What follows belongs to an exercise in optimizing a design on an open flow for small area and a short achievable clock period; a production flow would make more cautious choices.
Only the layout flow was run in this run; the RTL was not checked for function there.

==> design.v <==
module filter (clk,rst_n,cl_pixel,act,wr,sw_pixel_1,sw_pixel_2,sw_pixel_3,sw_pixel_4,sw_pixel_5,sw_pixel_6,sw_pixel_7,sw_pixel_8,sw_pixel_9);
input  [7:0] sw_pixel_1,sw_pixel_2,sw_pixel_3,sw_pixel_4,sw_pixel_5,sw_pixel_6,sw_pixel_7,sw_pixel_8,sw_pixel_9;
input clk, rst_n, act;
output [7:0] cl_pixel;
output wr;
function [7:0] wlut;
  input [6:0] d;
  begin
    case (d)
      7'd0: wlut = 8'd248;
      7'd1: wlut = 8'd240;
      7'd2: wlut = 8'd232;
      7'd3: wlut = 8'd225;
      7'd4: wlut = 8'd217;
      7'd5: wlut = 8'd210;
      7'd6: wlut = 8'd203;
      7'd7: wlut = 8'd197;
      7'd8: wlut = 8'd190;
      7'd9: wlut = 8'd183;
      7'd10: wlut = 8'd177;
      7'd11: wlut = 8'd172;
      7'd12: wlut = 8'd165;
      7'd13: wlut = 8'd160;
      7'd14: wlut = 8'd154;
      7'd15: wlut = 8'd151;
      7'd16: wlut = 8'd147;
      7'd17: wlut = 8'd141;
      7'd18: wlut = 8'd136;
      7'd19: wlut = 8'd130;
      7'd20: wlut = 8'd126;
      7'd21: wlut = 8'd122;
      7'd22: wlut = 8'd119;
      7'd23: wlut = 8'd115;
      7'd24: wlut = 8'd111;
      7'd25: wlut = 8'd106;
      7'd26: wlut = 8'd102;
      7'd27: wlut = 8'd100;
      7'd28: wlut = 8'd96;
      7'd29: wlut = 8'd92;
      7'd30: wlut = 8'd89;
      7'd31: wlut = 8'd87;
      7'd32: wlut = 8'd84;
      7'd33: wlut = 8'd81;
      7'd34: wlut = 8'd77;
      7'd35: wlut = 8'd75;
      7'd36: wlut = 8'd72;
      7'd37: wlut = 8'd69;
      7'd38: wlut = 8'd66;
      7'd39: wlut = 8'd65;
      7'd40: wlut = 8'd62;
      7'd41: wlut = 8'd59;
      7'd42: wlut = 8'd58;
      7'd43: wlut = 8'd55;
      7'd44: wlut = 8'd52;
      7'd45: wlut = 8'd51;
      7'd46: wlut = 8'd49;
      7'd47: wlut = 8'd48;
      7'd48: wlut = 8'd45;
      7'd49: wlut = 8'd43;
      7'd50: wlut = 8'd43;
      7'd51: wlut = 8'd40;
      7'd52: wlut = 8'd39;
      7'd53: wlut = 8'd37;
      7'd54: wlut = 8'd36;
      7'd55: wlut = 8'd35;
      7'd56: wlut = 8'd33;
      7'd57: wlut = 8'd32;
      7'd58: wlut = 8'd30;
      7'd59: wlut = 8'd29;
      7'd60: wlut = 8'd28;
      7'd61: wlut = 8'd27;
      7'd62: wlut = 8'd26;
      7'd63: wlut = 8'd25;
      7'd64: wlut = 8'd23;
      7'd65: wlut = 8'd23;
      7'd66: wlut = 8'd21;
      7'd67: wlut = 8'd21;
      7'd68: wlut = 8'd20;
      7'd69: wlut = 8'd19;
      7'd70: wlut = 8'd18;
      7'd71: wlut = 8'd18;
      7'd72: wlut = 8'd17;
      7'd73: wlut = 8'd16;
      7'd74: wlut = 8'd15;
      7'd75: wlut = 8'd15;
      7'd76: wlut = 8'd14;
      7'd77: wlut = 8'd13;
      7'd78: wlut = 8'd13;
      7'd79: wlut = 8'd12;
      7'd80: wlut = 8'd11;
      7'd81: wlut = 8'd11;
      7'd82: wlut = 8'd10;
      7'd83: wlut = 8'd10;
      7'd84: wlut = 8'd9;
      7'd85: wlut = 8'd9;
      7'd86: wlut = 8'd9;
      7'd87: wlut = 8'd8;
      7'd88: wlut = 8'd7;
      7'd89: wlut = 8'd7;
      7'd90: wlut = 8'd7;
      7'd91: wlut = 8'd7;
      7'd92: wlut = 8'd6;
      7'd93: wlut = 8'd6;
      7'd94: wlut = 8'd5;
      7'd95: wlut = 8'd5;
      7'd96: wlut = 8'd5;
      7'd97: wlut = 8'd5;
      7'd98: wlut = 8'd5;
      7'd99: wlut = 8'd4;
      7'd100: wlut = 8'd4;
      7'd101: wlut = 8'd4;
      7'd102: wlut = 8'd4;
      7'd103: wlut = 8'd3;
      7'd104: wlut = 8'd3;
      7'd105: wlut = 8'd3;
      7'd106: wlut = 8'd3;
      7'd107: wlut = 8'd3;
      7'd108: wlut = 8'd2;
      7'd109: wlut = 8'd2;
      7'd110: wlut = 8'd2;
      7'd111: wlut = 8'd2;
      7'd112: wlut = 8'd2;
      7'd113: wlut = 8'd2;
      7'd114: wlut = 8'd2;
      7'd115: wlut = 8'd1;
      7'd116: wlut = 8'd1;
      7'd117: wlut = 8'd1;
      7'd118: wlut = 8'd1;
      7'd119: wlut = 8'd1;
      7'd120: wlut = 8'd1;
      7'd121: wlut = 8'd1;
      7'd122: wlut = 8'd1;
      7'd123: wlut = 8'd1;
      7'd124: wlut = 8'd1;
      7'd125: wlut = 8'd1;
      7'd126: wlut = 8'd1;
      7'd127: wlut = 8'd1;
      default: wlut = 8'd0;
    endcase
  end
endfunction
function [7:0] wfun;
  input [7:0] p, c;
  reg [8:0] df;
  reg [7:0] d;
  begin
    df = {1'b0,p} - {1'b0,c};
    d = df[8] ? (8'd0 - df[7:0]) : df[7:0];
    wfun = d[7] ? 8'd0 : wlut(d[6:0]);
  end
endfunction
wire [7:0] pin [0:8];
assign pin[0] = sw_pixel_1;
assign pin[1] = sw_pixel_2;
assign pin[2] = sw_pixel_3;
assign pin[3] = sw_pixel_4;
assign pin[4] = sw_pixel_5;
assign pin[5] = sw_pixel_6;
assign pin[6] = sw_pixel_7;
assign pin[7] = sw_pixel_8;
assign pin[8] = sw_pixel_9;
wire v_in = act;
reg [7:0] p1 [0:8];
always @(posedge clk) begin
  p1[0] <= pin[0];
  p1[1] <= pin[1];
  p1[2] <= pin[2];
  p1[3] <= pin[3];
  p1[4] <= pin[4];
  p1[5] <= pin[5];
  p1[6] <= pin[6];
  p1[7] <= pin[7];
  p1[8] <= pin[8];
end
wire [7:0] wc [0:8];
assign wc[0] = wfun(p1[0], p1[4]);
assign wc[1] = wfun(p1[1], p1[4]);
assign wc[2] = wfun(p1[2], p1[4]);
assign wc[3] = wfun(p1[3], p1[4]);
assign wc[5] = wfun(p1[5], p1[4]);
assign wc[6] = wfun(p1[6], p1[4]);
assign wc[7] = wfun(p1[7], p1[4]);
assign wc[8] = wfun(p1[8], p1[4]);
reg [7:0] w2 [0:8];
reg [7:0] p2 [0:8];
always @(posedge clk) begin
  w2[0] <= wc[0];
  p2[0] <= p1[0];
  w2[1] <= wc[1];
  p2[1] <= p1[1];
  w2[2] <= wc[2];
  p2[2] <= p1[2];
  w2[3] <= wc[3];
  p2[3] <= p1[3];
  p2[4] <= p1[4];
  w2[5] <= wc[5];
  p2[5] <= p1[5];
  w2[6] <= wc[6];
  p2[6] <= p1[6];
  w2[7] <= wc[7];
  p2[7] <= p1[7];
  w2[8] <= wc[8];
  p2[8] <= p1[8];
end
wire [19:0] sp;
wire [11:0] sw;
assign sp = w2[0]*p2[0] + w2[1]*p2[1] + w2[2]*p2[2] + w2[3]*p2[3] + w2[5]*p2[5] + w2[6]*p2[6] + w2[7]*p2[7] + w2[8]*p2[8] + 20'd248*p2[4];
assign sw = w2[0] + w2[1] + w2[2] + w2[3] + w2[5] + w2[6] + w2[7] + w2[8] + 12'd248;
reg [14:0] ra;
reg [6:0]  rb;
always @(posedge clk) begin
  ra <= sp[19:5];
  rb <= sw[11:5];
end
wire [14:0] r9 = ra;
wire [8:0] t8 = {1'b0,r9[14:8]} - {2'b0,rb};
wire q8 = ~t8[8];
wire [14:0] r8;
assign r8[7:0] = r9[7:0];
assign r8[14:8] = q8 ? t8[6:0] : r9[14:8];
reg [14:0] dr1;
reg [6:0] db1;
reg [0:0] dq1;
always @(posedge clk) begin
  dr1 <= r8;
  db1 <= rb;
  dq1 <= q8;
end
wire [8:0] t7 = {1'b0,dr1[14:7]} - {2'b0,db1};
wire q7 = ~t7[8];
wire [14:0] r7;
assign r7[6:0] = dr1[6:0];
assign r7[13:7] = q7 ? t7[6:0] : dr1[13:7];
assign r7[14:14] = 0;
wire [8:0] t6 = {1'b0,r7[13:6]} - {2'b0,db1};
wire q6 = ~t6[8];
wire [14:0] r6;
assign r6[5:0] = r7[5:0];
assign r6[12:6] = q6 ? t6[6:0] : r7[12:6];
assign r6[14:13] = 0;
wire [8:0] t5 = {1'b0,r6[12:5]} - {2'b0,db1};
wire q5 = ~t5[8];
wire [14:0] r5;
assign r5[4:0] = r6[4:0];
assign r5[11:5] = q5 ? t5[6:0] : r6[11:5];
assign r5[14:12] = 0;
reg [14:0] dr2;
reg [6:0] db2;
reg [3:0] dq2;
always @(posedge clk) begin
  dr2 <= r5;
  db2 <= db1;
  dq2 <= {dq1, q7, q6, q5};
end
wire [8:0] t4 = {1'b0,dr2[11:4]} - {2'b0,db2};
wire q4 = ~t4[8];
wire [14:0] r4;
assign r4[3:0] = dr2[3:0];
assign r4[10:4] = q4 ? t4[6:0] : dr2[10:4];
assign r4[14:11] = 0;
wire [8:0] t3 = {1'b0,r4[10:3]} - {2'b0,db2};
wire q3 = ~t3[8];
wire [14:0] r3;
assign r3[2:0] = r4[2:0];
assign r3[9:3] = q3 ? t3[6:0] : r4[9:3];
assign r3[14:10] = 0;
wire [8:0] t2 = {1'b0,r3[9:2]} - {2'b0,db2};
wire q2 = ~t2[8];
wire [14:0] r2;
assign r2[1:0] = r3[1:0];
assign r2[8:2] = q2 ? t2[6:0] : r3[8:2];
assign r2[14:9] = 0;
reg [14:0] dr3;
reg [6:0] db3;
reg [6:0] dq3;
always @(posedge clk) begin
  dr3 <= r2;
  db3 <= db2;
  dq3 <= {dq2, q4, q3, q2};
end
wire [8:0] t1 = {1'b0,dr3[8:1]} - {2'b0,db3};
wire q1 = ~t1[8];
wire [14:0] r1;
assign r1[0:0] = dr3[0:0];
assign r1[7:1] = q1 ? t1[6:0] : dr3[7:1];
assign r1[14:8] = 0;
wire [8:0] t0 = {1'b0,r1[7:0]} - {2'b0,db3};
wire q0 = ~t0[8];
wire [14:0] r0;
assign r0[6:0] = q0 ? t0[6:0] : r1[6:0];
assign r0[14:7] = 0;
reg [7:0] res;
always @(posedge clk) begin
  res <= {dq3, q1, q0};
end
assign cl_pixel = res;
reg [6:0] vp;
always @(posedge clk or negedge rst_n) begin
  if (!rst_n) vp <= 0;
  else vp <= {vp[5:0], act};
end
assign wr = vp[6];
endmodule
==> run.sh <==
#!/bin/bash
# synth_recipe.tcl (not shown) runs the flow's synth.tcl, then flattens the netlist and writes it again
# the make line also repeats each setting of config.mk as NAME=value (left out here)
make -C /OpenROAD-flow-scripts/flow DESIGN_CONFIG=/design/flow/config.mk WORK_HOME=/design/flow/orfs CLKGATE_MAP_FILE= SYNTH_SCRIPT=/design/flow/synth_recipe.tcl finish
==> config.mk <==
export PLATFORM = sky130hd
export DESIGN_NAME = filter
export DESIGN_NICKNAME = filter
export VERILOG_FILES = /design/flow/design.v
export SDC_FILE = /design/flow/constraint.sdc
export NUM_CORES = 4
export LEC_CHECK = 0
export CAP_MARGIN = 20
export CORE_MARGIN = 2
export CORE_UTILIZATION = 40
export SLEW_MARGIN = 20
==> constraint.sdc <==
create_clock -name core_clock -period 12.0 [get_ports {clk}]
set_input_delay 2.4000 -clock core_clock [delete_from_list [all_inputs] [get_ports {clk}]]
set_output_delay 2.4000 -clock core_clock [all_outputs]
set_load 0.01 [all_outputs]
==> reports/metrics.sh <==
CTS_BUFFER_DEPTH=3
GRT_FIRST_PASS_WIRELENGTH_UM=190600
YS_DOMINANT_REG_CELL='sky130_fd_sc_hd__dfxtp_1'
POST_DRT_WL_PER_CELL_UM=19.23
GRT_START_MAX_NET_PINS=31
YS_SEQ_AREA_SHARE_PCT=14.67
SETUP.WORST_PATH.CLASS='reg2reg'
DR.FIRST_ITER.DRC_COUNT=2706
GR-USAGE-MET1_PCT=30.68
DETAIL_ROUTE.FIRST_PASS.ITERATIONS=6
CRIT_PATH_START_KIND='register'
MIN_PERIOD_OVER_PERIOD_PCT=68.64
YOSYS.CELL_TYPES.COUNT=109
POST_CTS_RESIZE_COUNT=0
GR-TOTAL-OVERFLOW=0
ANTENNA_VIOLATING_NETS_POST_ROUTE=0
DATA_ARRIVAL_TIME_OF_THE_CRITICAL_PATH_NS=8.75
CORE_MM2=0.1056
DRCVIOLATIONCOUNT=0
POST-CTS-SETUP-BUFFERS=0
TOP_LEVEL_PORTS=84
SYNTH.TOP_CELLS.BY_COUNT='802 x sky130_fd_sc_hd__inv_1, 569 x sky130_fd_sc_hd__fa_1, 450 x sky130_fd_sc_hd__ha_1'
TOP_AREA_CELL_TYPE_SHARE_OF_THE_NETLIST_AREA_PCT=26.68
IO_BUFFERS=83
FINAL_HOLD_VIOL_COUNT=0
DIE_SPAN_IN_Y_UM=330.7
FINAL_GP_CONGESTION=0.9382
TIMING.HOLD.WORST.CLASS='reg2reg'
SYNTHESIS.AREA_MM2=0.04269
RSZ0062_AT_GRT='false'
COUNT_OF_FLIP_FLOPS_WITH_A_BUILT_IN_ENABLE_AFTER_SYNTHESIS=0
CTS.SINKS=311
SLEW_HEADROOM_PCT=23.97
GR-MAX-USAGE-LAYER='met2'
SYN-INSTANCE-COUNT=4800
WORST_CLOCK_SKEW_NS=0.03587
YOSYS.CELL_COUNT.TOP_TYPE='sky130_fd_sc_hd__inv_1'
POSTSYNTHAREAPERCELL_UM2=8.894
TOTALNEGATIVESETUPSLACK_NS=0
TIMING_WORST_SLEW_PIN_VALUE_NS=1.139
MAX_CAP_VIOLATION_COUNT=0
SYNTH_SEQ_CELLS=311
MAX_CLOCK_FREQ_MHz=121.4
CTS_BUFFERS=44
ROWS=119
CTSHTREEMAXLEVEL=2
SETUP_CRIT_END_KIND='register'
YOSYS.AREA.TOP_TYPE='sky130_fd_sc_hd__fa_1'
SETUP_WS_NS=3.763
CRIT_PATH_MAX_FANOUT=9
VIAS_PER_CELL=5.450
WORST-ENDPOINT-REQUIRED_NS=12.51
STARTING_DENSITY_OF_THE_CORE_PCT=40.44
DETAILEDPLACE.WORSTSLACK_NS=3.711
CLK_PIN_SLEW_WORST_PATHS_NS=0.06
GRT_UTIL_MET3_PCT=2.851
CTS_TREE='done'
ROUTE.FINAL.WIRE_LENGTH_UM=119900
SETUP_VIOLATIONS=0
FINALHOLDWORSTSLACK_NS=0.3217
ANTENNADIODECOUNT=0
LAYOUT_MIN_CYCLE_TIME_NS=8.237
SYNTH_NETS=5894
CTS_HOLD_BUFFERS=0
OUTCOME='no timing/DRC/antenna violations'
ANTENNA_FOUND_INITIAL=4
GR_USAGE_TOTAL_PCT=22.20
SHARE_OF_CELLS_ABOVE_DRIVE_STRENGTH_1_PCT=4.828
FINAL_NET_COUNT=5908
TOP_CELLS_BY_AREA_IN_THE_SYNTHESIZED_NETLIST='sky130_fd_sc_hd__fa_1 27%, sky130_fd_sc_hd__dfxtp_1 14%, sky130_fd_sc_hd__ha_1 13%'
GRT_PASS1_VIAS=33360
DETAILROUTE.VIA_COUNT=34000
TOTAL_DIE_AREA_MM2=0.1094
DIE_X_UM=330.7
SYN_TO_FINAL_GROWTH_PCT=8.675
SYNTH-ASYNC-RESET-RATIO_PCT=2.251
GRT_UTIL_MET2_PCT=35.79
CLKLATENCYLATEPIN_NS=0.64
TOTAL_HALF_PERIMETER_WIRELENGTH_AFTER_LEGALIZATION_AND_DETAILED_PLACEMENT_UM=96390
SYNTHESIS_WARNING_TOTAL=4
FINALMAXSLEWVIOLATIONS=0
CTS_ROOT_BUF='sky130_fd_sc_hd__clkbuf_16'
-- state kept, by name (all words and copies together) (netlist names) --
name  count
dr1      15
dr2      12
dr3       9
db1       7
p1       72
dq2       3
w2       64
dq3       6
vp        7
p2       72
rb        7
ra       15
db3       7
res       8
db2       7
-- per-stage QoR --
stage	cell area, um^2	instances	util [%]
finish	46390	6238	43.95
floorplan	42690	4800	-
detailed placement	44860	6159	42.50
global placement	44860	6159	42.50
CTS	46370	6238	43.93
global route	46390	6238	43.95
-- cell usage in the layout, fill, tap and decap left out, types with 20 or more instances in the layout --
master,netlist,final
sky130_fd_sc_hd__nand2_1,343,343
sky130_fd_sc_hd__o221ai_1,29,29
sky130_fd_sc_hd__and2_1,371,371
sky130_fd_sc_hd__a31oi_1,27,27
sky130_fd_sc_hd__a21o_1,53,53
sky130_fd_sc_hd__a211o_1,23,23
sky130_fd_sc_hd__o211ai_1,46,46
sky130_fd_sc_hd__clkbuf_16,0,47
sky130_fd_sc_hd__dfxtp_1,304,304
sky130_fd_sc_hd__o21a_1,31,31
sky130_fd_sc_hd__nor3_1,83,82
sky130_fd_sc_hd__a21oi_1,234,234
sky130_fd_sc_hd__o21ai_0,183,183
sky130_fd_sc_hd__a211oi_1,59,59
sky130_fd_sc_hd__inv_1,802,802
sky130_fd_sc_hd__xnor2_1,105,102
sky130_fd_sc_hd__or3_1,28,28
sky130_fd_sc_hd__nor2_1,216,216
sky130_fd_sc_hd__ha_1,450,450
sky130_fd_sc_hd__and3_1,24,24
sky130_fd_sc_hd__o22ai_1,20,20
sky130_fd_sc_hd__mux2i_1,21,21
sky130_fd_sc_hd__fa_1,569,569
sky130_fd_sc_hd__nand3_1,80,80
sky130_fd_sc_hd__a221oi_1,22,22
sky130_fd_sc_hd__xor2_1,46,46
sky130_fd_sc_hd__buf_4,6,36
sky130_fd_sc_hd__mux2_2,33,33
sky130_fd_sc_hd__nand2b_1,30,30
sky130_fd_sc_hd__clkdlybuf4s50_1,0,83
sky130_fd_sc_hd__o31ai_1,21,21
-- final cells by class --
| cell class | count | area, um^2 |
|---|---|---|
| Clock buffer | 51 | 1211 |
| Clock inverter | 28 | 300.3 |
| Fill cell | 10200 | 59170 |
| Inverter | 808 | 3035 |
| Multi-Input combinational cell | 3530 | 32740 |
| Sequential cell | 311 | 6261 |
| Tap cell | 1391 | 1740 |
| Timing Repair Buffer | 119 | 1101 |
-- critical path, cell delays in order (launching register included) --
cell	delay [ns]
sky130_fd_sc_hd__dfxtp_1	0.58
sky130_fd_sc_hd__nand2_1	0.14
sky130_fd_sc_hd__fa_1	0.55
sky130_fd_sc_hd__inv_1	0.05
sky130_fd_sc_hd__fa_1	0.45
sky130_fd_sc_hd__fa_1	0.49
sky130_fd_sc_hd__fa_1	0.51
sky130_fd_sc_hd__inv_1	0.06
sky130_fd_sc_hd__fa_1	0.46
sky130_fd_sc_hd__fa_1	0.53
sky130_fd_sc_hd__inv_1	0.06
sky130_fd_sc_hd__fa_1	0.52
sky130_fd_sc_hd__inv_1	0.06
sky130_fd_sc_hd__fa_1	0.47
sky130_fd_sc_hd__inv_1	0.05
sky130_fd_sc_hd__fa_1	0.47
sky130_fd_sc_hd__inv_1	0.05
sky130_fd_sc_hd__fa_1	0.47
sky130_fd_sc_hd__inv_1	0.04
sky130_fd_sc_hd__ha_1	0.31
sky130_fd_sc_hd__o21a_1	0.19
sky130_fd_sc_hd__o31a_1	0.15
sky130_fd_sc_hd__o2111a_1	0.30
sky130_fd_sc_hd__o31ai_1	0.44
sky130_fd_sc_hd__o21ai_0	0.26
sky130_fd_sc_hd__nor4_1	0.22
sky130_fd_sc_hd__nor3_1	0.11
sky130_fd_sc_hd__xnor2_1	0.13
-- routing by layer --
metal	part of all wire [%]	wire (um)
met5	0.011	13
met4	3.8	4558
met3	5.7	6882
met2	46	55170
met1	44	53310
-- cells by family after synthesis --
kind of cell | count (synthesis) | share of synthesized area [%]
buf+inv | 959 | 8.696
compound gates | 1005 | 16.37
simple gates | 1283 | 15.23
mux | 55 | 1.398
flops | 311 | 14.67
xor+xnor | 168 | 3.760
fa+ha+maj | 1019 | 39.87
-- worst paths after layout --
kind / start / end / slack (ns) / cells past startpoint
worst max-delay path: w2[6][4] / ra[14] / 3.76 / 27
worst min-delay path: dq3[0] / res[2] / 0.32 / 0
worst max register to register: w2[6][4] / ra[14] / 3.76 / 27
worst min register to register: dq3[0] / res[2] / 0.32 / 0
max in group asynchronous: rst_n / vp[0] / 9.75 / 1
min in group asynchronous: rst_n / vp[6] / 2.03 / 1

-- separate check: timing with driven ports --
How much do the figures lean on ideal ports? The routed layout below was timed once more, with nothing changed but the port constraints.
Step 1 assumes that a clkbuf_16 drives the clock port and a buf_2 every other input.
Step 2 also shifts input and output timing later by t, the mid clock arrival at the registers, as if the neighbouring blocks saw the same clock.
Slacks: no drivers / after step 1 / after step 2; pairs: no drivers / after step 1.
t, ns: 0.695
setup WS [ns]: 3.763 / 3.763 / 3.763
worst hold slack (ns): 0.322 / 0.322 / 0.322
worst setup path at the end: register to register
After both steps setup and hold are still met in this run. For this run, drivers alone change the setup slack by 0.000 ns; drivers and shift together by 0.000 ns.
